What follows belongs to an exercise in optimizing a design on an open flow for small area; a production flow would make more cautious choices. Only simulation tests tie the RTL to the original design; equivalence was not proved. The flow treats the clock pin as an ideal source. Dropping or thinning the clock tree relies on that and would not hold on a real chip. Power is estimated from default activity; no workload was simulated.

[design/flow/flow/run.sh]
#!/bin/bash
# The standard layout (standard.sh: the standard synthesis and ORFS steps,
# unchanged), with these environment settings for the ORFS steps:
#  - the buffers that global placement puts on every input and output port are
#    the platform's smallest buffer (buf_1) instead of the delay buffer that
#    buffer_ports picks by default; the resizer may still upsize them;
#  - clock tree synthesis uses clkbuf_8 and inserts no dummy loads.
# All of ORFS's output goes to standard.log here and to orfs/logs/.
set -euo pipefail
export BUFFER_PORTS_ARGS="-buffer_cell sky130_fd_sc_hd__buf_1"
export REMOVE_ABC_BUFFERS=1
export CTS_ARGS="-buf_list sky130_fd_sc_hd__clkbuf_8 -sink_clustering_enable -dont_use_dummy_load -repair_clock_nets"
bash standard.sh > standard.log 2>&1
[design/flow/standard.sh]
#!/bin/bash
# synth_recipe.tcl (not shown) runs the flow's synth.tcl, then flattens the netlist and writes it again
# the make line also repeats each setting of config.mk as NAME=value (left out here)
make -C /OpenROAD-flow-scripts/flow DESIGN_CONFIG=/design/flow/config.mk WORK_HOME=/design/flow/orfs CLKGATE_MAP_FILE= SYNTH_SCRIPT=/design/flow/synth_recipe.tcl "${@:-finish}"
[design/flow/config.mk]
export PLATFORM = sky130hd
export DESIGN_NAME = top
export DESIGN_NICKNAME = top
export VERILOG_FILES = /design/flow/design.v
export SDC_FILE = /design/flow/constraint.sdc
export NUM_CORES = 4
export LEC_CHECK = 0
export CAP_MARGIN = 20
export CORE_MARGIN = 2
export CORE_UTILIZATION = 40
export CTS_BUF_LIST = sky130_fd_sc_hd__clkbuf_8
export GPL_TIMING_DRIVEN = 0
export SLEW_MARGIN = 20
export SYNTH_HIERARCHICAL = 1
export SYNTH_MINIMUM_KEEP_SIZE = 0
[design/flow/constraint.sdc]
create_clock -name core_clock -period 10.0 [get_ports {clk}]
set_input_delay 2.0000 -clock core_clock [delete_from_list [all_inputs] [get_ports {clk}]]
set_output_delay 2.0000 -clock core_clock [all_outputs]
set_load 0.01 [all_outputs]
[design/flow/design.v]
module top(y, x, c0, c1, c2, clk, rst);
input clk;
input rst;
input [7:0] x;
input [7:0] c0;
input [7:0] c1;
input [7:0] c2;
output [15:0] y;
reg [7:0] xd;
reg [7:0] c0d;
reg [15:0] s2q;
wire [7:0] xg;
wire [7:0] xdg;
wire rstn = ~rst;
and_cell ug0 (.a(x[0]), .b(rstn), .y(xg[0]));
and_cell ugd0 (.a(xd[0]), .b(rstn), .y(xdg[0]));
and_cell ug1 (.a(x[1]), .b(rstn), .y(xg[1]));
and_cell ugd1 (.a(xd[1]), .b(rstn), .y(xdg[1]));
and_cell ug2 (.a(x[2]), .b(rstn), .y(xg[2]));
and_cell ugd2 (.a(xd[2]), .b(rstn), .y(xdg[2]));
and_cell ug3 (.a(x[3]), .b(rstn), .y(xg[3]));
and_cell ugd3 (.a(xd[3]), .b(rstn), .y(xdg[3]));
and_cell ug4 (.a(x[4]), .b(rstn), .y(xg[4]));
and_cell ugd4 (.a(xd[4]), .b(rstn), .y(xdg[4]));
and_cell ug5 (.a(x[5]), .b(rstn), .y(xg[5]));
and_cell ugd5 (.a(xd[5]), .b(rstn), .y(xdg[5]));
and_cell ug6 (.a(x[6]), .b(rstn), .y(xg[6]));
and_cell ugd6 (.a(xd[6]), .b(rstn), .y(xdg[6]));
and_cell ug7 (.a(x[7]), .b(rstn), .y(xg[7]));
and_cell ugd7 (.a(xd[7]), .b(rstn), .y(xdg[7]));
wire [15:0] s2n;
wire p1;
wire p2;
wire p3;
wire p4;
wire p5;
wire p6;
wire p7;
wire p8;
wire p9;
wire p10;
wire p11;
wire p12;
wire p13;
wire p14;
wire p15;
wire p16;
wire p17;
wire p18;
wire p19;
wire p20;
wire p21;
wire p22;
wire p23;
wire p24;
wire p25;
wire p26;
wire p27;
wire p28;
wire p29;
wire p30;
wire p31;
wire p32;
wire p33;
wire p34;
wire p35;
wire p36;
wire p37;
wire p38;
wire p39;
wire p40;
wire p41;
wire p42;
wire p43;
wire p44;
wire p45;
wire p46;
wire p47;
wire p48;
wire p49;
wire p50;
wire p51;
wire p52;
wire p53;
wire p54;
wire p55;
wire p56;
wire p57;
wire p58;
wire p59;
wire p60;
wire p61;
wire p62;
wire p63;
wire p64;
wire p65;
wire p66;
wire p67;
wire p68;
wire p69;
wire p70;
wire p71;
wire p72;
wire p73;
wire p74;
wire p75;
wire p76;
wire p77;
wire p78;
wire p79;
wire p80;
wire p81;
wire p82;
wire p83;
wire p84;
wire p85;
wire p86;
wire p87;
wire p88;
wire p89;
wire p90;
wire p91;
wire p92;
wire p93;
wire p94;
wire p95;
wire p96;
wire p97;
wire p98;
wire p99;
wire p100;
wire p101;
wire p102;
wire p103;
wire p104;
wire p105;
wire p106;
wire p107;
wire p108;
wire p109;
wire p110;
wire p111;
wire p112;
wire p113;
wire p114;
wire p115;
wire p116;
wire p117;
wire p118;
wire p119;
wire p120;
wire p121;
wire p122;
wire p123;
wire p124;
wire p125;
wire p126;
wire p127;
wire p128;
wire s129;
wire c130;
wire s131;
wire c132;
wire s133;
wire c134;
wire s135;
wire c136;
wire s137;
wire c138;
wire s139;
wire c140;
wire s141;
wire c142;
wire s143;
wire c144;
wire s145;
wire c146;
wire s147;
wire c148;
wire s149;
wire c150;
wire s151;
wire c152;
wire s153;
wire c154;
wire s155;
wire c156;
wire s157;
wire c158;
wire s159;
wire c160;
wire s161;
wire c162;
wire s163;
wire c164;
wire s165;
wire c166;
wire s167;
wire c168;
wire s169;
wire c170;
wire s171;
wire c172;
wire s173;
wire c174;
wire s175;
wire c176;
wire s177;
wire c178;
wire s179;
wire c180;
wire s181;
wire c182;
wire s183;
wire c184;
wire s185;
wire c186;
wire s187;
wire c188;
wire s189;
wire c190;
wire s191;
wire c192;
wire s193;
wire c194;
wire s195;
wire c196;
wire s197;
wire c198;
wire s199;
wire c200;
wire s201;
wire c202;
wire s203;
wire c204;
wire s205;
wire c206;
wire s207;
wire c208;
wire s209;
wire c210;
wire s211;
wire c212;
wire s213;
wire c214;
wire s215;
wire c216;
wire s217;
wire c218;
wire s219;
wire c220;
wire s221;
wire c222;
wire s223;
wire c224;
wire s225;
wire c226;
wire s227;
wire c228;
wire s229;
wire c230;
wire s231;
wire c232;
wire s233;
wire c234;
wire s235;
wire c236;
wire s237;
wire c238;
wire s239;
wire c240;
wire s241;
wire c242;
wire s243;
wire c244;
wire s245;
wire c246;
wire s247;
wire c248;
wire s249;
wire c250;
wire s251;
wire c252;
wire s253;
wire c254;
wire s255;
wire c256;
wire s257;
wire c258;
wire s259;
wire c260;
wire s261;
wire c262;
wire s263;
wire c264;
wire s265;
wire c266;
wire s267;
wire c268;
wire s269;
wire c270;
wire s271;
wire c272;
wire s273;
wire c274;
wire s275;
wire c276;
wire s277;
wire c278;
wire s279;
wire c280;
wire s281;
wire c282;
wire s283;
wire c284;
wire s285;
wire c286;
wire s287;
wire c288;
wire s289;
wire c290;
wire s291;
wire c292;
wire s293;
wire c294;
wire s295;
wire c296;
wire s297;
wire c298;
wire s299;
wire c300;
wire s301;
wire c302;
wire s303;
wire c304;
wire s305;
wire c306;
wire s307;
wire c308;
wire s309;
wire c310;
wire s311;
wire c312;
wire s313;
wire c314;
wire s315;
wire c316;
wire s317;
wire c318;
wire s319;
wire c320;
wire s321;
wire c322;
wire s323;
wire c324;
wire s325;
wire c326;
wire s327;
wire c328;
wire s329;
wire c330;
wire s331;
wire c332;
wire s333;
wire c334;
wire s335;
wire c336;
wire s337;
wire c338;
wire s339;
wire c340;
wire s341;
wire c342;
wire s343;
wire c344;
wire s345;
wire c346;
wire s347;
wire c348;
wire s349;
wire c350;
wire s351;
wire c352;
wire s353;
wire c354;
wire s355;
wire c356;
wire s357;
wire c358;
wire s359;
wire c360;
wire s361;
wire c362;
wire s363;
wire c364;
wire s365;
wire c366;
wire x367;
wire x368;
wire p369;
wire p370;
wire p371;
wire p372;
wire p373;
wire p374;
wire p375;
wire p376;
wire p377;
wire p378;
wire p379;
wire p380;
wire p381;
wire p382;
wire p383;
wire p384;
wire p385;
wire p386;
wire p387;
wire p388;
wire p389;
wire p390;
wire p391;
wire p392;
wire p393;
wire p394;
wire p395;
wire p396;
wire p397;
wire p398;
wire p399;
wire p400;
wire p401;
wire p402;
wire p403;
wire p404;
wire p405;
wire p406;
wire p407;
wire p408;
wire p409;
wire p410;
wire p411;
wire p412;
wire p413;
wire p414;
wire p415;
wire p416;
wire p417;
wire p418;
wire p419;
wire p420;
wire p421;
wire p422;
wire p423;
wire p424;
wire p425;
wire p426;
wire p427;
wire p428;
wire p429;
wire p430;
wire p431;
wire p432;
wire s433;
wire c434;
wire n435;
wire s436;
wire c437;
wire s438;
wire c439;
wire n440;
wire s441;
wire c442;
wire s443;
wire c444;
wire s445;
wire c446;
wire s447;
wire c448;
wire s449;
wire c450;
wire s451;
wire c452;
wire s453;
wire c454;
wire s455;
wire c456;
wire s457;
wire c458;
wire s459;
wire c460;
wire s461;
wire c462;
wire s463;
wire c464;
wire s465;
wire c466;
wire s467;
wire c468;
wire s469;
wire c470;
wire s471;
wire c472;
wire s473;
wire c474;
wire s475;
wire c476;
wire s477;
wire c478;
wire s479;
wire c480;
wire s481;
wire c482;
wire s483;
wire c484;
wire s485;
wire c486;
wire s487;
wire c488;
wire s489;
wire c490;
wire s491;
wire c492;
wire s493;
wire c494;
wire s495;
wire c496;
wire s497;
wire c498;
wire s499;
wire c500;
wire s501;
wire c502;
wire s503;
wire c504;
wire s505;
wire c506;
wire s507;
wire c508;
wire s509;
wire c510;
wire s511;
wire c512;
wire s513;
wire c514;
wire s515;
wire c516;
wire s517;
wire c518;
wire s519;
wire c520;
wire s521;
wire c522;
wire s523;
wire c524;
wire s525;
wire c526;
wire s527;
wire c528;
wire s529;
wire c530;
wire s531;
wire c532;
wire s533;
wire c534;
wire s535;
wire c536;
wire n537;
wire s538;
wire c539;
wire s540;
wire c541;
wire s542;
wire c543;
wire s544;
wire c545;
wire s546;
wire c547;
wire s548;
wire c549;
wire n550;
wire s551;
wire c552;
wire s553;
wire c554;
wire s555;
wire c556;
wire s557;
wire c558;
wire s559;
wire c560;
wire s561;
wire c562;
wire s563;
wire c564;
wire s565;
wire c566;
wire s567;
wire c568;
wire s569;
wire c570;
wire s571;
wire c572;
wire s573;
wire c574;
wire s575;
wire c576;
wire s577;
wire c578;
wire x579;
wire x580;
wire [4:0] t581;
wire y582;
wire y583;
wire y584;
wire y585;
wire y586;
nand_cell u1 (.a(xdg[0]), .b(c0d[0]), .y(p1));
nand_cell u2 (.a(xdg[0]), .b(c0d[1]), .y(p2));
nand_cell u3 (.a(xdg[0]), .b(c0d[2]), .y(p3));
nand_cell u4 (.a(xdg[0]), .b(c0d[3]), .y(p4));
nand_cell u5 (.a(xdg[0]), .b(c0d[4]), .y(p5));
nand_cell u6 (.a(xdg[0]), .b(c0d[5]), .y(p6));
nand_cell u7 (.a(xdg[0]), .b(c0d[6]), .y(p7));
and_cell u8 (.a(xdg[0]), .b(c0d[7]), .y(p8));
nand_cell u9 (.a(xdg[1]), .b(c0d[0]), .y(p9));
nand_cell u10 (.a(xdg[1]), .b(c0d[1]), .y(p10));
nand_cell u11 (.a(xdg[1]), .b(c0d[2]), .y(p11));
nand_cell u12 (.a(xdg[1]), .b(c0d[3]), .y(p12));
nand_cell u13 (.a(xdg[1]), .b(c0d[4]), .y(p13));
nand_cell u14 (.a(xdg[1]), .b(c0d[5]), .y(p14));
nand_cell u15 (.a(xdg[1]), .b(c0d[6]), .y(p15));
and_cell u16 (.a(xdg[1]), .b(c0d[7]), .y(p16));
nand_cell u17 (.a(xdg[2]), .b(c0d[0]), .y(p17));
nand_cell u18 (.a(xdg[2]), .b(c0d[1]), .y(p18));
nand_cell u19 (.a(xdg[2]), .b(c0d[2]), .y(p19));
nand_cell u20 (.a(xdg[2]), .b(c0d[3]), .y(p20));
nand_cell u21 (.a(xdg[2]), .b(c0d[4]), .y(p21));
nand_cell u22 (.a(xdg[2]), .b(c0d[5]), .y(p22));
nand_cell u23 (.a(xdg[2]), .b(c0d[6]), .y(p23));
and_cell u24 (.a(xdg[2]), .b(c0d[7]), .y(p24));
nand_cell u25 (.a(xdg[3]), .b(c0d[0]), .y(p25));
nand_cell u26 (.a(xdg[3]), .b(c0d[1]), .y(p26));
nand_cell u27 (.a(xdg[3]), .b(c0d[2]), .y(p27));
nand_cell u28 (.a(xdg[3]), .b(c0d[3]), .y(p28));
nand_cell u29 (.a(xdg[3]), .b(c0d[4]), .y(p29));
nand_cell u30 (.a(xdg[3]), .b(c0d[5]), .y(p30));
nand_cell u31 (.a(xdg[3]), .b(c0d[6]), .y(p31));
and_cell u32 (.a(xdg[3]), .b(c0d[7]), .y(p32));
nand_cell u33 (.a(xdg[4]), .b(c0d[0]), .y(p33));
nand_cell u34 (.a(xdg[4]), .b(c0d[1]), .y(p34));
nand_cell u35 (.a(xdg[4]), .b(c0d[2]), .y(p35));
nand_cell u36 (.a(xdg[4]), .b(c0d[3]), .y(p36));
nand_cell u37 (.a(xdg[4]), .b(c0d[4]), .y(p37));
nand_cell u38 (.a(xdg[4]), .b(c0d[5]), .y(p38));
nand_cell u39 (.a(xdg[4]), .b(c0d[6]), .y(p39));
and_cell u40 (.a(xdg[4]), .b(c0d[7]), .y(p40));
nand_cell u41 (.a(xdg[5]), .b(c0d[0]), .y(p41));
nand_cell u42 (.a(xdg[5]), .b(c0d[1]), .y(p42));
nand_cell u43 (.a(xdg[5]), .b(c0d[2]), .y(p43));
nand_cell u44 (.a(xdg[5]), .b(c0d[3]), .y(p44));
nand_cell u45 (.a(xdg[5]), .b(c0d[4]), .y(p45));
nand_cell u46 (.a(xdg[5]), .b(c0d[5]), .y(p46));
nand_cell u47 (.a(xdg[5]), .b(c0d[6]), .y(p47));
and_cell u48 (.a(xdg[5]), .b(c0d[7]), .y(p48));
nand_cell u49 (.a(xdg[6]), .b(c0d[0]), .y(p49));
nand_cell u50 (.a(xdg[6]), .b(c0d[1]), .y(p50));
nand_cell u51 (.a(xdg[6]), .b(c0d[2]), .y(p51));
nand_cell u52 (.a(xdg[6]), .b(c0d[3]), .y(p52));
nand_cell u53 (.a(xdg[6]), .b(c0d[4]), .y(p53));
nand_cell u54 (.a(xdg[6]), .b(c0d[5]), .y(p54));
nand_cell u55 (.a(xdg[6]), .b(c0d[6]), .y(p55));
and_cell u56 (.a(xdg[6]), .b(c0d[7]), .y(p56));
and_cell u57 (.a(xdg[7]), .b(c0d[0]), .y(p57));
and_cell u58 (.a(xdg[7]), .b(c0d[1]), .y(p58));
and_cell u59 (.a(xdg[7]), .b(c0d[2]), .y(p59));
and_cell u60 (.a(xdg[7]), .b(c0d[3]), .y(p60));
and_cell u61 (.a(xdg[7]), .b(c0d[4]), .y(p61));
and_cell u62 (.a(xdg[7]), .b(c0d[5]), .y(p62));
and_cell u63 (.a(xdg[7]), .b(c0d[6]), .y(p63));
nand_cell u64 (.a(xdg[7]), .b(c0d[7]), .y(p64));
nand_cell u65 (.a(xg[0]), .b(c1[0]), .y(p65));
nand_cell u66 (.a(xg[0]), .b(c1[1]), .y(p66));
nand_cell u67 (.a(xg[0]), .b(c1[2]), .y(p67));
nand_cell u68 (.a(xg[0]), .b(c1[3]), .y(p68));
nand_cell u69 (.a(xg[0]), .b(c1[4]), .y(p69));
nand_cell u70 (.a(xg[0]), .b(c1[5]), .y(p70));
nand_cell u71 (.a(xg[0]), .b(c1[6]), .y(p71));
and_cell u72 (.a(xg[0]), .b(c1[7]), .y(p72));
nand_cell u73 (.a(xg[1]), .b(c1[0]), .y(p73));
nand_cell u74 (.a(xg[1]), .b(c1[1]), .y(p74));
nand_cell u75 (.a(xg[1]), .b(c1[2]), .y(p75));
nand_cell u76 (.a(xg[1]), .b(c1[3]), .y(p76));
nand_cell u77 (.a(xg[1]), .b(c1[4]), .y(p77));
nand_cell u78 (.a(xg[1]), .b(c1[5]), .y(p78));
nand_cell u79 (.a(xg[1]), .b(c1[6]), .y(p79));
and_cell u80 (.a(xg[1]), .b(c1[7]), .y(p80));
nand_cell u81 (.a(xg[2]), .b(c1[0]), .y(p81));
nand_cell u82 (.a(xg[2]), .b(c1[1]), .y(p82));
nand_cell u83 (.a(xg[2]), .b(c1[2]), .y(p83));
nand_cell u84 (.a(xg[2]), .b(c1[3]), .y(p84));
nand_cell u85 (.a(xg[2]), .b(c1[4]), .y(p85));
nand_cell u86 (.a(xg[2]), .b(c1[5]), .y(p86));
nand_cell u87 (.a(xg[2]), .b(c1[6]), .y(p87));
and_cell u88 (.a(xg[2]), .b(c1[7]), .y(p88));
nand_cell u89 (.a(xg[3]), .b(c1[0]), .y(p89));
nand_cell u90 (.a(xg[3]), .b(c1[1]), .y(p90));
nand_cell u91 (.a(xg[3]), .b(c1[2]), .y(p91));
nand_cell u92 (.a(xg[3]), .b(c1[3]), .y(p92));
nand_cell u93 (.a(xg[3]), .b(c1[4]), .y(p93));
nand_cell u94 (.a(xg[3]), .b(c1[5]), .y(p94));
nand_cell u95 (.a(xg[3]), .b(c1[6]), .y(p95));
and_cell u96 (.a(xg[3]), .b(c1[7]), .y(p96));
nand_cell u97 (.a(xg[4]), .b(c1[0]), .y(p97));
nand_cell u98 (.a(xg[4]), .b(c1[1]), .y(p98));
nand_cell u99 (.a(xg[4]), .b(c1[2]), .y(p99));
nand_cell u100 (.a(xg[4]), .b(c1[3]), .y(p100));
nand_cell u101 (.a(xg[4]), .b(c1[4]), .y(p101));
nand_cell u102 (.a(xg[4]), .b(c1[5]), .y(p102));
nand_cell u103 (.a(xg[4]), .b(c1[6]), .y(p103));
and_cell u104 (.a(xg[4]), .b(c1[7]), .y(p104));
nand_cell u105 (.a(xg[5]), .b(c1[0]), .y(p105));
nand_cell u106 (.a(xg[5]), .b(c1[1]), .y(p106));
nand_cell u107 (.a(xg[5]), .b(c1[2]), .y(p107));
nand_cell u108 (.a(xg[5]), .b(c1[3]), .y(p108));
nand_cell u109 (.a(xg[5]), .b(c1[4]), .y(p109));
nand_cell u110 (.a(xg[5]), .b(c1[5]), .y(p110));
nand_cell u111 (.a(xg[5]), .b(c1[6]), .y(p111));
and_cell u112 (.a(xg[5]), .b(c1[7]), .y(p112));
nand_cell u113 (.a(xg[6]), .b(c1[0]), .y(p113));
nand_cell u114 (.a(xg[6]), .b(c1[1]), .y(p114));
nand_cell u115 (.a(xg[6]), .b(c1[2]), .y(p115));
nand_cell u116 (.a(xg[6]), .b(c1[3]), .y(p116));
nand_cell u117 (.a(xg[6]), .b(c1[4]), .y(p117));
nand_cell u118 (.a(xg[6]), .b(c1[5]), .y(p118));
nand_cell u119 (.a(xg[6]), .b(c1[6]), .y(p119));
and_cell u120 (.a(xg[6]), .b(c1[7]), .y(p120));
and_cell u121 (.a(xg[7]), .b(c1[0]), .y(p121));
and_cell u122 (.a(xg[7]), .b(c1[1]), .y(p122));
and_cell u123 (.a(xg[7]), .b(c1[2]), .y(p123));
and_cell u124 (.a(xg[7]), .b(c1[3]), .y(p124));
and_cell u125 (.a(xg[7]), .b(c1[4]), .y(p125));
and_cell u126 (.a(xg[7]), .b(c1[5]), .y(p126));
and_cell u127 (.a(xg[7]), .b(c1[6]), .y(p127));
nand_cell u128 (.a(xg[7]), .b(c1[7]), .y(p128));
ha_cell u130 (.a(p1), .b(p65), .s(s129), .co(c130));
fa_cell u132 (.a(p2), .b(p9), .c(p66), .s(s131), .co(c132));
fa_cell u134 (.a(p73), .b(c130), .c(s131), .s(s133), .co(c134));
ha_cell u136 (.a(p3), .b(p10), .s(s135), .co(c136));
fa_cell u138 (.a(p17), .b(p67), .c(p74), .s(s137), .co(c138));
fa_cell u140 (.a(p81), .b(s135), .c(c132), .s(s139), .co(c140));
fa_cell u142 (.a(s137), .b(c134), .c(s139), .s(s141), .co(c142));
ha_cell u144 (.a(p4), .b(p11), .s(s143), .co(c144));
fa_cell u146 (.a(p18), .b(p25), .c(p68), .s(s145), .co(c146));
fa_cell u148 (.a(p75), .b(p82), .c(p89), .s(s147), .co(c148));
fa_cell u150 (.a(c136), .b(s143), .c(c138), .s(s149), .co(c150));
fa_cell u152 (.a(s145), .b(s147), .c(c140), .s(s151), .co(c152));
fa_cell u154 (.a(s149), .b(s151), .c(c142), .s(s153), .co(c154));
ha_cell u156 (.a(p5), .b(p12), .s(s155), .co(c156));
fa_cell u158 (.a(p19), .b(p26), .c(p33), .s(s157), .co(c158));
fa_cell u160 (.a(p69), .b(p76), .c(p83), .s(s159), .co(c160));
fa_cell u162 (.a(p90), .b(p97), .c(c144), .s(s161), .co(c162));
fa_cell u164 (.a(s155), .b(c146), .c(c148), .s(s163), .co(c164));
fa_cell u166 (.a(s157), .b(s159), .c(s161), .s(s165), .co(c166));
fa_cell u168 (.a(c150), .b(s163), .c(s165), .s(s167), .co(c168));
fa_cell u170 (.a(c152), .b(s167), .c(c154), .s(s169), .co(c170));
ha_cell u172 (.a(p6), .b(p13), .s(s171), .co(c172));
fa_cell u174 (.a(p20), .b(p27), .c(p34), .s(s173), .co(c174));
fa_cell u176 (.a(p41), .b(p70), .c(p77), .s(s175), .co(c176));
fa_cell u178 (.a(p84), .b(p91), .c(p98), .s(s177), .co(c178));
fa_cell u180 (.a(p105), .b(c156), .c(s171), .s(s179), .co(c180));
fa_cell u182 (.a(c158), .b(c160), .c(s173), .s(s181), .co(c182));
fa_cell u184 (.a(s175), .b(s177), .c(c162), .s(s183), .co(c184));
fa_cell u186 (.a(s179), .b(c164), .c(s181), .s(s185), .co(c186));
fa_cell u188 (.a(c166), .b(s183), .c(s185), .s(s187), .co(c188));
fa_cell u190 (.a(c168), .b(s187), .c(c170), .s(s189), .co(c190));
ha_cell u192 (.a(p7), .b(p14), .s(s191), .co(c192));
fa_cell u194 (.a(p21), .b(p28), .c(p35), .s(s193), .co(c194));
fa_cell u196 (.a(p42), .b(p49), .c(p71), .s(s195), .co(c196));
fa_cell u198 (.a(p78), .b(p85), .c(p92), .s(s197), .co(c198));
fa_cell u200 (.a(p99), .b(p106), .c(p113), .s(s199), .co(c200));
fa_cell u202 (.a(c172), .b(s191), .c(c174), .s(s201), .co(c202));
fa_cell u204 (.a(c176), .b(c178), .c(s193), .s(s203), .co(c204));
fa_cell u206 (.a(s195), .b(s197), .c(s199), .s(s205), .co(c206));
fa_cell u208 (.a(c180), .b(c182), .c(s201), .s(s207), .co(c208));
fa_cell u210 (.a(s203), .b(s205), .c(c184), .s(s209), .co(c210));
fa_cell u212 (.a(c186), .b(s207), .c(s209), .s(s211), .co(c212));
fa_cell u214 (.a(c188), .b(s211), .c(c190), .s(s213), .co(c214));
ha_cell u216 (.a(p8), .b(p15), .s(s215), .co(c216));
fa_cell u218 (.a(p22), .b(p29), .c(p36), .s(s217), .co(c218));
fa_cell u220 (.a(p43), .b(p50), .c(p57), .s(s219), .co(c220));
fa_cell u222 (.a(p72), .b(p79), .c(p86), .s(s221), .co(c222));
fa_cell u224 (.a(p93), .b(p100), .c(p107), .s(s223), .co(c224));
fa_cell u226 (.a(p114), .b(p121), .c(c192), .s(s225), .co(c226));
fa_cell u228 (.a(s215), .b(c194), .c(c196), .s(s227), .co(c228));
fa_cell u230 (.a(c198), .b(c200), .c(s217), .s(s229), .co(c230));
fa_cell u232 (.a(s219), .b(s221), .c(s223), .s(s231), .co(c232));
fa_cell u234 (.a(s225), .b(c202), .c(c204), .s(s233), .co(c234));
fa_cell u236 (.a(s227), .b(c206), .c(s229), .s(s235), .co(c236));
fa_cell u238 (.a(s231), .b(c208), .c(s233), .s(s237), .co(c238));
fa_cell u240 (.a(s235), .b(c210), .c(s237), .s(s239), .co(c240));
fa_cell u242 (.a(c212), .b(s239), .c(c214), .s(s241), .co(c242));
fa_cell u244 (.a(p16), .b(p23), .c(p30), .s(s243), .co(c244));
fa_cell u246 (.a(p37), .b(p44), .c(p51), .s(s245), .co(c246));
fa_cell u248 (.a(p58), .b(p80), .c(p87), .s(s247), .co(c248));
fa_cell u250 (.a(p94), .b(p101), .c(p108), .s(s249), .co(c250));
fa_cell u252 (.a(p115), .b(p122), .c(c216), .s(s251), .co(c252));
fa_cell u254 (.a(c218), .b(c220), .c(c222), .s(s253), .co(c254));
fa_cell u256 (.a(c224), .b(s243), .c(s245), .s(s255), .co(c256));
fa_cell u258 (.a(s247), .b(s249), .c(c226), .s(s257), .co(c258));
fa_cell u260 (.a(s251), .b(c228), .c(c230), .s(s259), .co(c260));
fa_cell u262 (.a(s253), .b(c232), .c(s255), .s(s261), .co(c262));
fa_cell u264 (.a(s257), .b(c234), .c(c236), .s(s263), .co(c264));
fa_cell u266 (.a(s259), .b(s261), .c(c238), .s(s265), .co(c266));
fa_cell u268 (.a(s263), .b(c240), .c(s265), .s(s267), .co(c268));
g_xnor u270 (.a(s267), .b(c242), .y(s269));
g_or u270c (.a(s267), .b(c242), .y(c270));
ha_cell u272 (.a(p24), .b(p31), .s(s271), .co(c272));
fa_cell u274 (.a(p38), .b(p45), .c(p52), .s(s273), .co(c274));
fa_cell u276 (.a(p59), .b(p88), .c(p95), .s(s275), .co(c276));
fa_cell u278 (.a(p102), .b(p109), .c(p116), .s(s277), .co(c278));
fa_cell u280 (.a(p123), .b(s271), .c(c244), .s(s279), .co(c280));
fa_cell u282 (.a(c246), .b(c248), .c(c250), .s(s281), .co(c282));
fa_cell u284 (.a(s273), .b(s275), .c(s277), .s(s283), .co(c284));
fa_cell u286 (.a(c252), .b(c254), .c(s279), .s(s285), .co(c286));
fa_cell u288 (.a(s281), .b(c256), .c(s283), .s(s287), .co(c288));
fa_cell u290 (.a(c258), .b(c260), .c(c262), .s(s289), .co(c290));
fa_cell u292 (.a(s285), .b(s287), .c(c264), .s(s291), .co(c292));
fa_cell u294 (.a(s289), .b(c266), .c(s291), .s(s293), .co(c294));
fa_cell u296 (.a(c268), .b(s293), .c(c270), .s(s295), .co(c296));
fa_cell u298 (.a(p32), .b(p39), .c(p46), .s(s297), .co(c298));
fa_cell u300 (.a(p53), .b(p60), .c(p96), .s(s299), .co(c300));
fa_cell u302 (.a(p103), .b(p110), .c(p117), .s(s301), .co(c302));
fa_cell u304 (.a(p124), .b(c272), .c(c274), .s(s303), .co(c304));
fa_cell u306 (.a(c276), .b(c278), .c(s297), .s(s305), .co(c306));
fa_cell u308 (.a(s299), .b(s301), .c(c280), .s(s307), .co(c308));
fa_cell u310 (.a(c282), .b(s303), .c(c284), .s(s309), .co(c310));
fa_cell u312 (.a(s305), .b(s307), .c(c286), .s(s311), .co(c312));
fa_cell u314 (.a(c288), .b(s309), .c(c290), .s(s313), .co(c314));
fa_cell u316 (.a(s311), .b(c292), .c(s313), .s(s315), .co(c316));
fa_cell u318 (.a(c294), .b(s315), .c(c296), .s(s317), .co(c318));
fa_cell u320 (.a(p40), .b(p47), .c(p54), .s(s319), .co(c320));
fa_cell u322 (.a(p61), .b(p104), .c(p111), .s(s321), .co(c322));
fa_cell u324 (.a(p118), .b(p125), .c(c298), .s(s323), .co(c324));
fa_cell u326 (.a(c300), .b(c302), .c(s319), .s(s325), .co(c326));
fa_cell u328 (.a(s321), .b(c304), .c(c306), .s(s327), .co(c328));
fa_cell u330 (.a(s323), .b(s325), .c(c308), .s(s329), .co(c330));
fa_cell u332 (.a(c310), .b(s327), .c(s329), .s(s331), .co(c332));
fa_cell u334 (.a(c312), .b(c314), .c(s331), .s(s333), .co(c334));
fa_cell u336 (.a(c316), .b(s333), .c(c318), .s(s335), .co(c336));
fa_cell u338 (.a(p48), .b(p55), .c(p62), .s(s337), .co(c338));
fa_cell u340 (.a(p112), .b(p119), .c(p126), .s(s339), .co(c340));
fa_cell u342 (.a(c320), .b(c322), .c(s337), .s(s341), .co(c342));
fa_cell u344 (.a(s339), .b(c324), .c(c326), .s(s343), .co(c344));
fa_cell u346 (.a(s341), .b(c328), .c(s343), .s(s345), .co(c346));
fa_cell u348 (.a(c330), .b(s345), .c(c332), .s(s347), .co(c348));
fa_cell u350 (.a(s347), .b(c334), .c(c336), .s(s349), .co(c350));
fa_cell u352 (.a(p56), .b(p63), .c(p120), .s(s351), .co(c352));
fa_cell u354 (.a(p127), .b(c338), .c(c340), .s(s353), .co(c354));
fa_cell u356 (.a(s351), .b(c342), .c(s353), .s(s355), .co(c356));
fa_cell u358 (.a(c344), .b(s355), .c(c346), .s(s357), .co(c358));
fa_cell u360 (.a(s357), .b(c348), .c(c350), .s(s359), .co(c360));
fa_cell u362 (.a(p64), .b(p128), .c(c352), .s(s361), .co(c362));
fa_cell u364 (.a(c354), .b(s361), .c(c356), .s(s363), .co(c364));
fa_cell u366 (.a(s363), .b(c358), .c(c360), .s(s365), .co(c366));
assign x367 = c362 ^ c364;
assign x368 = x367 ^ c366;
nand_cell u369 (.a(x[0]), .b(c2[0]), .y(p369));
nand_cell u370 (.a(x[0]), .b(c2[1]), .y(p370));
nand_cell u371 (.a(x[0]), .b(c2[2]), .y(p371));
nand_cell u372 (.a(x[0]), .b(c2[3]), .y(p372));
nand_cell u373 (.a(x[0]), .b(c2[4]), .y(p373));
nand_cell u374 (.a(x[0]), .b(c2[5]), .y(p374));
nand_cell u375 (.a(x[0]), .b(c2[6]), .y(p375));
and_cell u376 (.a(x[0]), .b(c2[7]), .y(p376));
nand_cell u377 (.a(x[1]), .b(c2[0]), .y(p377));
nand_cell u378 (.a(x[1]), .b(c2[1]), .y(p378));
nand_cell u379 (.a(x[1]), .b(c2[2]), .y(p379));
nand_cell u380 (.a(x[1]), .b(c2[3]), .y(p380));
nand_cell u381 (.a(x[1]), .b(c2[4]), .y(p381));
nand_cell u382 (.a(x[1]), .b(c2[5]), .y(p382));
nand_cell u383 (.a(x[1]), .b(c2[6]), .y(p383));
and_cell u384 (.a(x[1]), .b(c2[7]), .y(p384));
nand_cell u385 (.a(x[2]), .b(c2[0]), .y(p385));
nand_cell u386 (.a(x[2]), .b(c2[1]), .y(p386));
nand_cell u387 (.a(x[2]), .b(c2[2]), .y(p387));
nand_cell u388 (.a(x[2]), .b(c2[3]), .y(p388));
nand_cell u389 (.a(x[2]), .b(c2[4]), .y(p389));
nand_cell u390 (.a(x[2]), .b(c2[5]), .y(p390));
nand_cell u391 (.a(x[2]), .b(c2[6]), .y(p391));
and_cell u392 (.a(x[2]), .b(c2[7]), .y(p392));
nand_cell u393 (.a(x[3]), .b(c2[0]), .y(p393));
nand_cell u394 (.a(x[3]), .b(c2[1]), .y(p394));
nand_cell u395 (.a(x[3]), .b(c2[2]), .y(p395));
nand_cell u396 (.a(x[3]), .b(c2[3]), .y(p396));
nand_cell u397 (.a(x[3]), .b(c2[4]), .y(p397));
nand_cell u398 (.a(x[3]), .b(c2[5]), .y(p398));
nand_cell u399 (.a(x[3]), .b(c2[6]), .y(p399));
and_cell u400 (.a(x[3]), .b(c2[7]), .y(p400));
nand_cell u401 (.a(x[4]), .b(c2[0]), .y(p401));
nand_cell u402 (.a(x[4]), .b(c2[1]), .y(p402));
nand_cell u403 (.a(x[4]), .b(c2[2]), .y(p403));
nand_cell u404 (.a(x[4]), .b(c2[3]), .y(p404));
nand_cell u405 (.a(x[4]), .b(c2[4]), .y(p405));
nand_cell u406 (.a(x[4]), .b(c2[5]), .y(p406));
nand_cell u407 (.a(x[4]), .b(c2[6]), .y(p407));
and_cell u408 (.a(x[4]), .b(c2[7]), .y(p408));
nand_cell u409 (.a(x[5]), .b(c2[0]), .y(p409));
nand_cell u410 (.a(x[5]), .b(c2[1]), .y(p410));
nand_cell u411 (.a(x[5]), .b(c2[2]), .y(p411));
nand_cell u412 (.a(x[5]), .b(c2[3]), .y(p412));
nand_cell u413 (.a(x[5]), .b(c2[4]), .y(p413));
nand_cell u414 (.a(x[5]), .b(c2[5]), .y(p414));
nand_cell u415 (.a(x[5]), .b(c2[6]), .y(p415));
and_cell u416 (.a(x[5]), .b(c2[7]), .y(p416));
nand_cell u417 (.a(x[6]), .b(c2[0]), .y(p417));
nand_cell u418 (.a(x[6]), .b(c2[1]), .y(p418));
nand_cell u419 (.a(x[6]), .b(c2[2]), .y(p419));
nand_cell u420 (.a(x[6]), .b(c2[3]), .y(p420));
nand_cell u421 (.a(x[6]), .b(c2[4]), .y(p421));
nand_cell u422 (.a(x[6]), .b(c2[5]), .y(p422));
nand_cell u423 (.a(x[6]), .b(c2[6]), .y(p423));
and_cell u424 (.a(x[6]), .b(c2[7]), .y(p424));
and_cell u425 (.a(x[7]), .b(c2[0]), .y(p425));
and_cell u426 (.a(x[7]), .b(c2[1]), .y(p426));
and_cell u427 (.a(x[7]), .b(c2[2]), .y(p427));
and_cell u428 (.a(x[7]), .b(c2[3]), .y(p428));
and_cell u429 (.a(x[7]), .b(c2[4]), .y(p429));
and_cell u430 (.a(x[7]), .b(c2[5]), .y(p430));
and_cell u431 (.a(x[7]), .b(c2[6]), .y(p431));
nand_cell u432 (.a(x[7]), .b(c2[7]), .y(p432));
ha_cell u434 (.a(s2q[0]), .b(p369), .s(s433), .co(c434));
assign n435 = ~s433;
ha_cell u437 (.a(s2q[1]), .b(p370), .s(s436), .co(c437));
fa_cell u439 (.a(p377), .b(c434), .c(s436), .s(s438), .co(c439));
assign n440 = ~s438;
fa_cell u442 (.a(s2q[2]), .b(p371), .c(p378), .s(s441), .co(c442));
fa_cell u444 (.a(p385), .b(c437), .c(s441), .s(s443), .co(c444));
g_xor u446 (.a(c439), .b(s443), .y(s445));
g_or u446c (.a(c439), .b(s443), .y(c446));
fa_cell u448 (.a(s2q[3]), .b(p372), .c(p379), .s(s447), .co(c448));
fa_cell u450 (.a(p386), .b(p393), .c(c442), .s(s449), .co(c450));
fa_cell u452 (.a(s447), .b(c444), .c(s449), .s(s451), .co(c452));
g_xor u454 (.a(c446), .b(s451), .y(s453));
g_or u454c (.a(c446), .b(s451), .y(c454));
fa_cell u456 (.a(s2q[4]), .b(p373), .c(p380), .s(s455), .co(c456));
fa_cell u458 (.a(p387), .b(p394), .c(p401), .s(s457), .co(c458));
fa_cell u460 (.a(c448), .b(s455), .c(s457), .s(s459), .co(c460));
fa_cell u462 (.a(c450), .b(s459), .c(c452), .s(s461), .co(c462));
g_xor u464 (.a(c454), .b(s461), .y(s463));
g_or u464c (.a(c454), .b(s461), .y(c464));
fa_cell u466 (.a(s2q[5]), .b(p374), .c(p381), .s(s465), .co(c466));
fa_cell u468 (.a(p388), .b(p395), .c(p402), .s(s467), .co(c468));
fa_cell u470 (.a(p409), .b(c456), .c(c458), .s(s469), .co(c470));
fa_cell u472 (.a(s465), .b(s467), .c(s469), .s(s471), .co(c472));
fa_cell u474 (.a(c460), .b(s471), .c(c462), .s(s473), .co(c474));
g_xor u476 (.a(c464), .b(s473), .y(s475));
g_or u476c (.a(c464), .b(s473), .y(c476));
fa_cell u478 (.a(s2q[6]), .b(p375), .c(p382), .s(s477), .co(c478));
fa_cell u480 (.a(p389), .b(p396), .c(p403), .s(s479), .co(c480));
fa_cell u482 (.a(p410), .b(p417), .c(c466), .s(s481), .co(c482));
fa_cell u484 (.a(c468), .b(s477), .c(s479), .s(s483), .co(c484));
fa_cell u486 (.a(c470), .b(s481), .c(s483), .s(s485), .co(c486));
fa_cell u488 (.a(c472), .b(s485), .c(c474), .s(s487), .co(c488));
g_xor u490 (.a(c476), .b(s487), .y(s489));
g_or u490c (.a(c476), .b(s487), .y(c490));
fa_cell u492 (.a(s2q[7]), .b(p376), .c(p383), .s(s491), .co(c492));
fa_cell u494 (.a(p390), .b(p397), .c(p404), .s(s493), .co(c494));
fa_cell u496 (.a(p411), .b(p418), .c(p425), .s(s495), .co(c496));
fa_cell u498 (.a(c478), .b(c480), .c(s491), .s(s497), .co(c498));
fa_cell u500 (.a(s493), .b(s495), .c(c482), .s(s499), .co(c500));
fa_cell u502 (.a(c484), .b(s497), .c(s499), .s(s501), .co(c502));
fa_cell u504 (.a(c486), .b(s501), .c(c488), .s(s503), .co(c504));
g_xor u506 (.a(c490), .b(s503), .y(s505));
g_or u506c (.a(c490), .b(s503), .y(c506));
fa_cell u508 (.a(s2q[8]), .b(p384), .c(p391), .s(s507), .co(c508));
fa_cell u510 (.a(p398), .b(p405), .c(p412), .s(s509), .co(c510));
fa_cell u512 (.a(p419), .b(p426), .c(c492), .s(s511), .co(c512));
fa_cell u514 (.a(c494), .b(c496), .c(s507), .s(s513), .co(c514));
fa_cell u516 (.a(s509), .b(c498), .c(s511), .s(s515), .co(c516));
fa_cell u518 (.a(s513), .b(c500), .c(s515), .s(s517), .co(c518));
fa_cell u520 (.a(c502), .b(s517), .c(c504), .s(s519), .co(c520));
g_xor u522 (.a(c506), .b(s519), .y(s521));
g_or u522c (.a(c506), .b(s519), .y(c522));
fa_cell u524 (.a(s2q[9]), .b(p392), .c(p399), .s(s523), .co(c524));
fa_cell u526 (.a(p406), .b(p413), .c(p420), .s(s525), .co(c526));
fa_cell u528 (.a(p427), .b(c508), .c(c510), .s(s527), .co(c528));
fa_cell u530 (.a(s523), .b(s525), .c(c512), .s(s529), .co(c530));
fa_cell u532 (.a(c514), .b(s527), .c(s529), .s(s531), .co(c532));
fa_cell u534 (.a(c516), .b(s531), .c(c518), .s(s533), .co(c534));
fa_cell u536 (.a(s533), .b(c520), .c(c522), .s(s535), .co(c536));
assign n537 = ~s535;
fa_cell u539 (.a(s2q[10]), .b(p400), .c(p407), .s(s538), .co(c539));
fa_cell u541 (.a(p414), .b(p421), .c(p428), .s(s540), .co(c541));
fa_cell u543 (.a(c524), .b(c526), .c(s538), .s(s542), .co(c543));
fa_cell u545 (.a(s540), .b(c528), .c(s542), .s(s544), .co(c545));
fa_cell u547 (.a(c530), .b(s544), .c(c532), .s(s546), .co(c547));
fa_cell u549 (.a(s546), .b(c534), .c(c536), .s(s548), .co(c549));
assign n550 = ~s548;
fa_cell u552 (.a(s2q[11]), .b(p408), .c(p415), .s(s551), .co(c552));
fa_cell u554 (.a(p422), .b(p429), .c(c539), .s(s553), .co(c554));
fa_cell u556 (.a(c541), .b(s551), .c(c543), .s(s555), .co(c556));
fa_cell u558 (.a(s553), .b(c545), .c(s555), .s(s557), .co(c558));
g_xnor u560 (.a(s557), .b(c547), .y(s559));
g_or u560c (.a(s557), .b(c547), .y(c560));
fa_cell u562 (.a(s2q[12]), .b(p416), .c(p423), .s(s561), .co(c562));
fa_cell u564 (.a(p430), .b(c552), .c(s561), .s(s563), .co(c564));
fa_cell u566 (.a(c554), .b(s563), .c(c556), .s(s565), .co(c566));
fa_cell u568 (.a(s565), .b(c558), .c(c560), .s(s567), .co(c568));
fa_cell u570 (.a(s2q[13]), .b(p424), .c(p431), .s(s569), .co(c570));
fa_cell u572 (.a(c562), .b(s569), .c(c564), .s(s571), .co(c572));
fa_cell u574 (.a(s571), .b(c566), .c(c568), .s(s573), .co(c574));
fa_cell u576 (.a(s2q[14]), .b(p432), .c(c570), .s(s575), .co(c576));
fa_cell u578 (.a(s575), .b(c572), .c(c574), .s(s577), .co(c578));
assign x579 = s2q[15] ^ c576;
assign x580 = x579 ^ c578;
inc_and5 u581 (.a({~s577, ~s573, ~s567, ~s559, ~c549}), .t(t581));
assign y582 = ~(s559 ^ t581[0]);
assign y583 = ~(s567 ^ t581[1]);
assign y584 = ~(s573 ^ t581[2]);
assign y585 = ~(s577 ^ t581[3]);
assign y586 = x580 ^ t581[4];
assign y[0] = n435;
assign s2n[0] = s129;
assign y[1] = n440;
assign s2n[1] = s133;
assign y[2] = s445;
assign s2n[2] = s141;
assign y[3] = s453;
assign s2n[3] = s153;
assign y[4] = s463;
assign s2n[4] = s169;
assign y[5] = s475;
assign s2n[5] = s189;
assign y[6] = s489;
assign s2n[6] = s213;
assign y[7] = s505;
assign s2n[7] = s241;
assign y[8] = s521;
assign s2n[8] = s269;
assign y[9] = n537;
assign s2n[9] = s295;
assign y[10] = n550;
assign s2n[10] = s317;
assign y[11] = y582;
assign s2n[11] = s335;
assign y[12] = y583;
assign s2n[12] = s349;
assign y[13] = y584;
assign s2n[13] = s359;
assign y[14] = y585;
assign s2n[14] = s365;
assign y[15] = y586;
assign s2n[15] = x368;
always @(posedge clk) begin
  xd <= xg;
  c0d <= c0;
  s2q <= s2n;
end
endmodule
module fa_cell(input a, input b, input c, output s, output co);
assign s = a ^ b ^ c;
assign co = (a & b) | (a & c) | (b & c);
endmodule
module ha_cell(input a, input b, output s, output co);
assign s = a ^ b;
assign co = a & b;
endmodule
module g_xor(input a, input b, output y);
assign y = a ^ b;
endmodule
module g_xnor(input a, input b, output y);
assign y = ~(a ^ b);
endmodule
module g_and(input a, input b, output y);
assign y = a & b;
endmodule
module g_nand(input a, input b, output y);
assign y = ~(a & b);
endmodule
module g_nor(input a, input b, output y);
assign y = ~(a | b);
endmodule
module g_or(input a, input b, output y);
assign y = a | b;
endmodule
module g_andn(input a, input b, output y);
assign y = a & ~b;
endmodule
module g_nandn(input a, input b, output y);
assign y = ~(a & ~b);
endmodule
module inc_and5(input [4:0] a, output [4:0] t);
genvar i;
assign t[0] = a[0];
generate for (i = 1; i < 5; i = i + 1) begin : g
  assign t[i] = &a[i:0];
end endgenerate
endmodule
module nand_cell(input a, input b, output y);
assign y = ~(a & b);
endmodule
module and_cell(input a, input b, output y);
assign y = a & b;
endmodule
module gate_cell(input a, input r, output y);
assign y = a & ~r;
endmodule
==> impl_metrics.csv, run 1 <==
group,metric,value,unit
run_status,status,"timing/DRC/antenna clean",
place,place_inst,687,
setup_path,setup.worst_path.end_class,"output pin",
setup_path,worst_setup_path_startpoint,"c2[2]",
global_route,grt_start_max_net_pins,17,
clocking,maximum_buffer_depth_of_the_clock_tree,2,
floorplanning,fp.dieArea,0.0148,mm²
global_route,number_of_antenna_violations_at_the_first_check_in_global_routing,0,
setup_path,worstSetupEndpoint,"y[15]",
synthesis,post-synth-top-area-fraction,62.0,%
timing,slew_violations,0,
detailed_routing,drt.antenna.violating_nets,0,
setup_path,max_stage_delay,0.48,ns
synthesis,yosys_warnings,7,
floorplanning,floorplan.initialDensity,41.4,%
detailed_routing,drt-total-wl,12100,µm
floorplanning,placementRows,42,
timing,finalHoldViolCount,0,
setup_path,critPathRequiredTime,8.00,ns
synthesis,synth_area_leader_cell,"sky130_fd_sc_hd__fa_1",
pwr,p_int,927,µW
setup_path,cpLargestDelayFamily,"adder cells",
setup_path,number_of_buffer_and_inverter_instances_along_the_worst_setup_path,3,
pwr,ir_drop,195,µV
synthesis,synthTopCellsByArea,"sky130_fd_sc_hd__fa_1, sky130_fd_sc_hd__dfxtp_1, sky130_fd_sc_hd__nand2_1",
synthesis,ys_ff_latch,32,
clocking,cts_sinks,32,
layout,layout.cells.most_common,"sky130_fd_sc_hd__fa_1",
clocking,post-cts-setup-buffer-count,0,
place,post_dp_cell_area,0.00580,mm²
pwr,sequentialPowerShare,10.9,%
setup_path,worst-path-stages,19,
pwr,net-switching-power,892,µW
timing,setup_viol,0,
floorplanning,floorplan.die.width,121,µm
global_route,gr-usage-all-layers,19.1,%
pwr,combPwrFrac,84.3,%
layout,final_layout_size_suffix_gt1_share,1.74,%
floorplanning,die_height,121,µm
setup_path,r2r_setup_slack,3.01,ns
layout,final-instance-count-excl-fill,692,
layout,flow.area_growth_from_synthesis,6.34,%
pwr,total_leakage_power,1.97,nW
setup_path,worst_path_most_repeated_cell,"sky130_fd_sc_hd__fa_1",
synthesis,post_synth_inst_count,479,
setup_path,worstPathMaxFanout,8,
clocking,clk-insertion-delay-late,0.29,ns
detailed_routing,drc,0,
pwr,pwr_density_cell,310,mW/mm²
global_route,first_global_vias,4217,
timing,final.min_clock_period,9.73,ns
layout,fin_area,0.00587,mm²
clocking,cts_hold_repair.buffers,0,
setup_path,worst_r2r_endpoint,"s2q[15]",
setup_path,crit_chain,"clkbuf_2, nand2_1, fa_1, fa_1, fa_1, fa_1, fa_1, fa_1, fa_1, fa_1, or2_1, fa_1, fa_1, inv_1, and4_1, and2_1, xor2_1, xnor2_1, buf_1",
timing,max_freq,103,MHz
synthesis,sequential_area_share_after_synthesis,11.6,%
place,io_buffer_count,49,
run,drv.max_cap_violation_count,0,
layout,fillers,1292,
timing,skew,0.00635,ns
clocking,cts_tree,"done",
layout,mostFrequentLayoutCells,"sky130_fd_sc_hd__fa_1, sky130_fd_sc_hd__nand2_1, sky130_fd_sc_hd__and2_1, sky130_fd_sc_hd__buf_1, sky130_fd_sc_hd__dfxtp_1",
pwr,share_clk_of_total_power,4.8,%
timing,maxSlewHeadroom,64.3,%
synthesis,avg_inst_size_synth,11.5,µm²
setup_path,crit_path_top_delay_cell,"sky130_fd_sc_hd__fa_1",
detailed_routing,routed_wirelength_normalized_by_instance_count,17.4,µm
global_route,grt.overflow.total,0,
min_path,min_from,"c0d[0]",
clocking,cts_root_buffer,"sky130_fd_sc_hd__clkbuf_8",
layout,antenna_cells,0,
detailed_routing,initialDrtViolationCount,196,
global_route,grt_first_pass_wirelength,21400,µm
layout,nets,733,
timing,rsz0062_at_grt,"false",
clocking,cts.htree.levels,2,
clocking,cts_inserted_buffers,5,
setup_path,critical_path.startpoint_type,"primary input",
detailed_routing,drt_first_pass_iters,4,
setup_path,cp_data_arrival_time,7.73,ns
floorplanning,fp.coreArea,0.0133,mm²
detailed_routing,via_per_inst,5.05,
setup_path,reg2regPathDepth,19,
timing,finalCritPeriodShare,97.3,%
timing,tightest_pin_transition,0.535,ns
timing,final.setup.tns,0,ns
pwr,switching_share,49.0,%
min_path,min_path_type,"register to register",
synthesis,netlist-cell-type-count,12,
setup_path,rr_startpoint,"xd[0]",
floorplanning,num_io_pins,50,
clocking,cts.clk_slew.worst_paths,0.06,ns
place,globalplace.congestion,0.881,
place,place.detailed.hpwl,10000,µm
layout,area.sequential,641,µm²
layout,multi_input_combinational_cell_area,0.00472,mm²
clocking,cts.repair.resized,0,
layout,utilization_after_layout,44.0,%
synthesis,synth_area,0.00552,mm²
setup_path,critical_setup_path_class,"primary input to output pin",
detailed_routing,overall_via_count_from_detail_route,3493,
[cell usage after synthesis]
library cell / instances
sky130_fd_sc_hd__fa_1: 171
sky130_fd_sc_hd__xor2_1: 8
sky130_fd_sc_hd__buf_4: 17
sky130_fd_sc_hd__inv_1: 10
sky130_fd_sc_hd__and3_1: 1
sky130_fd_sc_hd__or2_1: 9
sky130_fd_sc_hd__and4_1: 1
sky130_fd_sc_hd__ha_1: 10
sky130_fd_sc_hd__and2_1: 60
sky130_fd_sc_hd__nand2_1: 150
sky130_fd_sc_hd__xnor2_1: 10
sky130_fd_sc_hd__dfxtp_1: 32
[per-stage QoR]
step / setup WS (ns) / hold slack (ns) / power (mW)
after floorplan: 0.939 / 0.551 / 1.37
after global placement: 0.0746 / 0.685 / 1.77
after detailed placement: 0.0970 / 0.677 / 1.78
after CTS: 0.0518 / 0.698 / 1.88
after global routing: 0.00148 / 0.727 / 2.10
final: 0.274 / 0.699 / 1.82
[per-module statistics from Yosys, one instance, submodules excluded]
module / times used / cells inside / area, µm²
fa_cell: 171 / 1 / 20.0
nand_cell: 150 / 1 / 3.75
and_cell: 58 / 1 / 6.26
inc_and5: 1 / 5 / 35.0
g_xnor: 2 / 1 / 8.76
top: 1 / 67 / 877
g_xor: 7 / 1 / 8.76
ha_cell: 10 / 1 / 12.5
g_or: 9 / 1 / 6.26
[per-layer routing]
layer | routed length, µm | part of all wire (%) | track usage [%] | up-vias
met5 | 0 | 0 | 0 | -
met4 | 385 | 3.2 | 6.25 | 0
met3 | 652 | 5.4 | 2.77 | 29
met2 | 6350 | 53 | 33.6 | 116
met1 | 4670 | 39 | 24.2 | 1848
li1 | - | - | - | 1500
[flip-flops by register name, indices dropped and copies added, names as in the netlist]
register / flops
xd: 8
s2q: 16
c0d: 8
[power groups by stage]
stage | Combinational (mW) | Clock, mW | Sequential, mW
3_5_place_dp | 1.58 | 0 | 0.201
6_report | 1.53 | 0.0880 | 0.197
3_3_place_gp | 1.57 | 0 | 0.201
4_1_cts | 1.59 | 0.0915 | 0.198
5_1_grt | 1.80 | 0.0999 | 0.204
2_1_floorplan | 1.18 | 0 | 0.194
[worst register-to-register path: cells and delay by family, from the launching register on]
| kind | cells | cell delay, ns |
|---|---|---|
| xor+xnor | 2 | 0.27 |
| fa+ha+maj | 14 | 5.59 |
| simple gates | 3 | 0.70 |
| flops | 1 | 0.30 |
[layout make-up]
type,count,area share [%]
Timing Repair Buffer,49,3.22
Clock buffer,5,1.17
Multi-Input combinational cell,420,80.3
Sequential cell,32,10.9
Inverter,10,0.639
Tap cell,176,3.75
[cells by family after synthesis]
family / share of synthesized area [%]
simple gates: 18.3
fa+ha+maj: 64.3
flops: 11.6
buf+inv: 2.99
xor+xnor: 2.86
[worst min-delay path by stage]
stage                   to  slack [ns]  cells after the start
floorplan           s2q[0]        0.55                      2
global placement    s2q[0]        0.68                      2
detailed placement  s2q[0]        0.68                      2
CTS                 s2q[0]        0.70                      2
global route        s2q[0]        0.73                      2
finish              s2q[0]        0.70                      2
==> inputs of run 2 (changes only) <==
==> design/flow/flow/run.sh (replaced) <==
#!/bin/bash
# The standard layout (standard.sh: the standard synthesis and ORFS steps,
# unchanged), with these environment settings for the ORFS steps:
#  - the buffers that global placement puts on every input and output port are
#    the platform's smallest buffer (buf_1) instead of the delay buffer that
#    buffer_ports picks by default; the resizer may still upsize them;
#  - clock tree synthesis uses clkbuf_8 and inserts no dummy loads;
# and one extra step after CTS: onebuf.tcl replaces the two-level clock tree
# (a root buffer feeding four leaf buffers) by its root buffer, upsized to
# clkbuf_16, driving all 32 flip-flops directly. The layout then goes on with
# the standard steps (routing, repair, finish).
# Each tool's output: standard_cts.log, onebuf.log, standard.log (and the
# per-step logs in orfs/logs/).
set -euo pipefail
export BUFFER_PORTS_ARGS="-buffer_cell sky130_fd_sc_hd__buf_1"
export REMOVE_ABC_BUFFERS=1
export CTS_ARGS="-buf_list sky130_fd_sc_hd__clkbuf_8 -sink_clustering_enable -dont_use_dummy_load -repair_clock_nets"
bash standard.sh cts > standard_cts.log 2>&1
ONEBUF_ODB="$PWD/orfs/results/$FLOW_PLATFORM/top/base/4_cts.odb" \
  openroad -no_init -exit flow/onebuf.tcl > onebuf.log 2>&1
bash standard.sh finish > standard.log 2>&1
==> design/flow/flow/onebuf.tcl (new file) <==
# Replace the clock tree that CTS built (a root buffer feeding leaf buffers)
# by its root buffer alone, upsized, driving every clock sink directly.
set odb_file $::env(ONEBUF_ODB)
read_db $odb_file
set block [ord::get_db_block]
set db [ord::get_db]
set clkport [$block findBTerm clk]
set clknet [$clkport getNet]
# the root buffer: the buffer the clock port drives
set roots {}
foreach it [$clknet getITerms] {
  if {[$it isInputSignal]} { lappend roots [$it getInst] }
}
if {[llength $roots] != 1} { error "expected one cell on the clock port, found [llength $roots]" }
set root [lindex $roots 0]
set rootout ""
foreach it [$root getITerms] {
  if {[$it isOutputSignal]} { set rootout [$it getNet] }
}
puts "root [$root getName] ([[$root getMaster] getName]) drives [$rootout getName]"
set leaves {}
foreach it [$rootout getITerms] {
  set inst [$it getInst]
  if {$inst eq $root} continue
  set m [[$inst getMaster] getName]
  if {[string match "sky130_fd_sc_hd__clkbuf_*" $m]} { lappend leaves $inst }
}
puts "leaf buffers: [llength $leaves]"
set moved 0
foreach leaf $leaves {
  set lout ""
  foreach it [$leaf getITerms] {
    if {[$it isOutputSignal]} { set lout [$it getNet] }
  }
  foreach it [$lout getITerms] {
    if {[$it getInst] eq $leaf} continue
    $it disconnect
    $it connect $rootout
    incr moved
  }
  odb::dbInst_destroy $leaf
  odb::dbNet_destroy $lout
}
puts "moved $moved sinks to [$rootout getName]"
set m16 [$db findMaster sky130_fd_sc_hd__clkbuf_16]
$root swapMaster $m16
detailed_placement
check_placement
write_db $odb_file
==> run 2 against run 1 <==
Still clean on timing, DRC and antenna; synthesized area is the same; non-clock buffer count stayed put; routed wire length up 0.54%; cell count down 0.58%; final area decreased by 0.75%; synthesized cell count is the same.
==> impl_metrics.csv, run 2 <==
group,metric,value,unit
layout,antenna_cells,0,
synthesis,sequential_area_share_after_synthesis,11.6,%
floorplanning,fp.dieArea,0.0148,mm²
detailed_routing,overall_via_count_from_detail_route,3517,
floorplanning,die_height,121,µm
layout,multi_input_combinational_cell_area,0.00472,mm²
synthesis,yosys_warnings,7,
setup_path,worst_path_most_repeated_cell,"sky130_fd_sc_hd__fa_1",
global_route,grt_first_pass_wirelength,21200,µm
layout,mostFrequentLayoutCells,"sky130_fd_sc_hd__fa_1, sky130_fd_sc_hd__nand2_1, sky130_fd_sc_hd__and2_1, sky130_fd_sc_hd__buf_1, sky130_fd_sc_hd__dfxtp_1",
timing,finalCritPeriodShare,97.3,%
clocking,cts.clk_slew.worst_paths,0.12,ns
setup_path,worstPathMaxFanout,8,
timing,final.setup.worst_slack,0.267,ns
detailed_routing,drt.antenna.violating_nets,0,
synthesis,synth_common_cells,"sky130_fd_sc_hd__fa_1, sky130_fd_sc_hd__nand2_1, sky130_fd_sc_hd__and2_1",
setup_path,critical_path.startpoint_type,"primary input",
floorplanning,num_io_pins,50,
layout,largest_register_ffs,16,
layout,final_layout_size_suffix_gt1_share,0.977,%
synthesis,post_synth_inst_count,479,
clocking,cts_sinks,32,
setup_path,critical_setup_path_class,"primary input to output pin",
detailed_routing,drc,0,
place,post_dp_cell_area,0.00580,mm²
place,pre_cts_slack,0.0970,ns
detailed_routing,via_per_inst,5.11,
timing,final.setup.tns,0,ns
timing,rsz0062_at_grt,"false",
clocking,clk-insertion-delay-late,0.18,ns
detailed_routing,drt-total-wl,12100,µm
timing,max_freq,103,MHz
layout,fin_area,0.00583,mm²
setup_path,critPathRequiredTime,8.00,ns
place,place.detailed.hpwl,10000,µm
layout,max_flop_register,"s2q",
timing,maxSlewHeadroom,64.3,%
pwr,ir_drop,195,µV
detailed_routing,routed_wirelength_normalized_by_instance_count,17.6,µm
place,io_buffer_count,49,
global_route,grt_start_max_net_pins,33,
layout,flow.area_growth_from_synthesis,5.55,%
place,place_inst,687,
setup_path,crit_path_top_delay_cell,"sky130_fd_sc_hd__fa_1",
floorplanning,floorplan.die.width,121,µm
layout,area.sequential,641,µm²
setup_path,max_stage_delay,0.48,ns
timing,setup_viol,0,
timing,slew_violations,0,
synthesis,synth_area_leader_cell,"sky130_fd_sc_hd__fa_1",
clocking,post-cts-setup-buffer-count,0,
global_route,grt.overflow.total,0,
floorplanning,placementRows,42,
floorplanning,fp.coreArea,0.0133,mm²
global_route,number_of_antenna_violations_at_the_first_check_in_global_routing,0,
run,drv.max_cap_violation_count,0,
place,globalplace.congestion,0.881,
synthesis,avg_inst_size_synth,11.5,µm²
timing,final.min_clock_period,9.73,ns
setup_path,setup.worst_path.end_class,"output pin",
floorplanning,floorplan.initialDensity,41.4,%
layout,layout.cells.most_common,"sky130_fd_sc_hd__fa_1",
detailed_routing,drt_first_pass_iters,4,
synthesis,post-synth-top-area-fraction,62.0,%
timing,tightest_pin_transition,0.535,ns
setup_path,crit_chain,"clkbuf_2, nand2_1, fa_1, fa_1, fa_1, fa_1, fa_1, fa_1, fa_1, fa_1, or2_1, fa_1, fa_1, inv_1, and4_1, and2_1, xor2_1, xnor2_1, buf_1",
synthesis,asyncSetResetFlopFracSynth,0,%
synthesis,netlist-cell-type-count,12,
run_status,status,"timing/DRC/antenna clean",
timing,skew,0.00432,ns
synthesis,ys_ff_latch,32,
detailed_routing,initialDrtViolationCount,262,
layout,final-instance-count-excl-fill,688,
synthesis,post-synth-top-count-cell,"sky130_fd_sc_hd__fa_1",
synthesis,synth_area,0.00552,mm²
synthesis,dominantRegCellSynth,"sky130_fd_sc_hd__dfxtp_1",
timing,finalHoldViolCount,0,
synthesis,synth-edff-count,0,
setup_path,cp_data_arrival_time,7.73,ns
synthesis,synthTopCellsByArea,"sky130_fd_sc_hd__fa_1, sky130_fd_sc_hd__dfxtp_1, sky130_fd_sc_hd__nand2_1",
global_route,gr-usage-all-layers,19.7,%
pwr,pwr_density_cell,306,mW/mm²
global_route,first_global_vias,4207,
layout,fillers,1298,
layout,nets,729,
layout,reg.largest.list,"s2q: 16 flops, c0d: 8 flops, xd: 8 flops",
pwr,total_leakage_power,1.94,nW
min_path,min_path_type,"register to register",
run 2: cell counts after synthesis:
Identical to the previous run, type by type.
run 2: what timing repair did:
item | in CTS | in global routing
hold buffers | 0 | 0
gates resized for setup | 0 | 4
setup endpoints to repair | 0 | 1
run 2: metal layers:
layer / up-vias / GRT usage, % / part of all wire (%)
met2: 126 / 35.0 / 53
met5: - / 0 / 0
met4: 0 / 5.46 / 3.2
met1: 1871 / 26.2 / 39
li1: 1494 / - / -
met3: 26 / 1.32 / 4.8
run 2: cell type report:
cell class	count	area share, %
well taps	176	3.78
clock buffers	1	0.429
flip-flops and latches	32	11.0
repair buffers	49	3.24
inverters	10	0.644
multi-input cells	420	80.9
run 2: cells by family after synthesis:
logic type / synth area share (%)
simple gates: 18.3
fa+ha+maj: 64.3
flops: 11.6
buf+inv: 2.99
xor+xnor: 2.86
run 2: worst max-delay path, delay by kind of cell:
kind | cells | cell delay (ns)
adder cells (fa/ha/maj) | 10 | 4.12
AND/OR/NAND/NOR | 4 | 0.79
buffers and inverters | 3 | 0.52
XOR/XNOR | 2 | 0.31
run 2: per-module statistics from Yosys (local to each module, per instance):
module / area, µm² / cells / times used / flip-flops and latches
top: 877 / 67 / 1 / 32
inc_and5: 35.0 / 5 / 1 / 0
fa_cell: 20.0 / 1 / 171 / 0
ha_cell: 12.5 / 1 / 10 / 0
g_xnor: 8.76 / 1 / 2 / 0
g_xor: 8.76 / 1 / 7 / 0
and_cell: 6.26 / 1 / 58 / 0
g_or: 6.26 / 1 / 9 / 0
nand_cell: 3.75 / 1 / 150 / 0
run 2: path summary, 6_finish.rpt:
kind               start  slack, ns  endpoint  cells after the start
setup / recovery   c2[2]       0.27     y[15]                     19
hold / removal    c0d[0]       0.72    s2q[0]                      2
setup reg to reg   xd[0]       2.98   s2q[15]                     19
hold reg to reg   c0d[0]       0.72    s2q[0]                      2
run 2: report_power, final:
part	internal (mW)	leakage (nW)	total, mW	switching (mW)
registers	0.173	0.269	0.197	0.0235
logic	0.709	1.66	1.53	0.825
clock network	0.0188	0.0123	0.0532	0.0343
run 2: metrics by stage:
stage / hold slack, ns / utilization, % / total power, mW
6_report: 0.716 / 43.7 / 1.78
3_3_place_gp: 0.685 / 43.4 / 1.77
2_1_floorplan: 0.551 / - / 1.37
4_1_cts: 0.698 / 44.0 / 1.88
5_1_grt: 0.734 / 43.7 / 2.07
3_5_place_dp: 0.677 / 43.4 / 1.78

afterwards: timing with drivers on the ports:
No port has a modelled driver above. Below, the same layouts with a new extraction and two added sets of constraints. Step 1 (the two cells are an assumption about what drives the block):
set clk [get_ports {clk}]
set_driving_cell -lib_cell sky130_fd_sc_hd__clkbuf_16 $clk
set_driving_cell -lib_cell sky130_fd_sc_hd__buf_2 [delete_from_list [all_inputs] $clk]
Step 2 also shifts input and output timing later by t, the mid clock arrival at the registers, as if the neighbouring blocks saw the same clock. Slacks: no drivers / after step 1 / after step 2; pairs: no drivers / after step 1.
run | t (ns) | setup slack, ns | worst register clock-pin slew, ns | worst data-port slew with drivers (ns)
run 1 | 0.316 | 0.274 / 0.251 / 0.251 | 0.06 / 0.06 | 0.04
run 2 | 0.214 | 0.267 / 0.244 / 0.244 | 0.12 / 0.12 | 0.04
After both steps setup and hold are still met in every run listed.
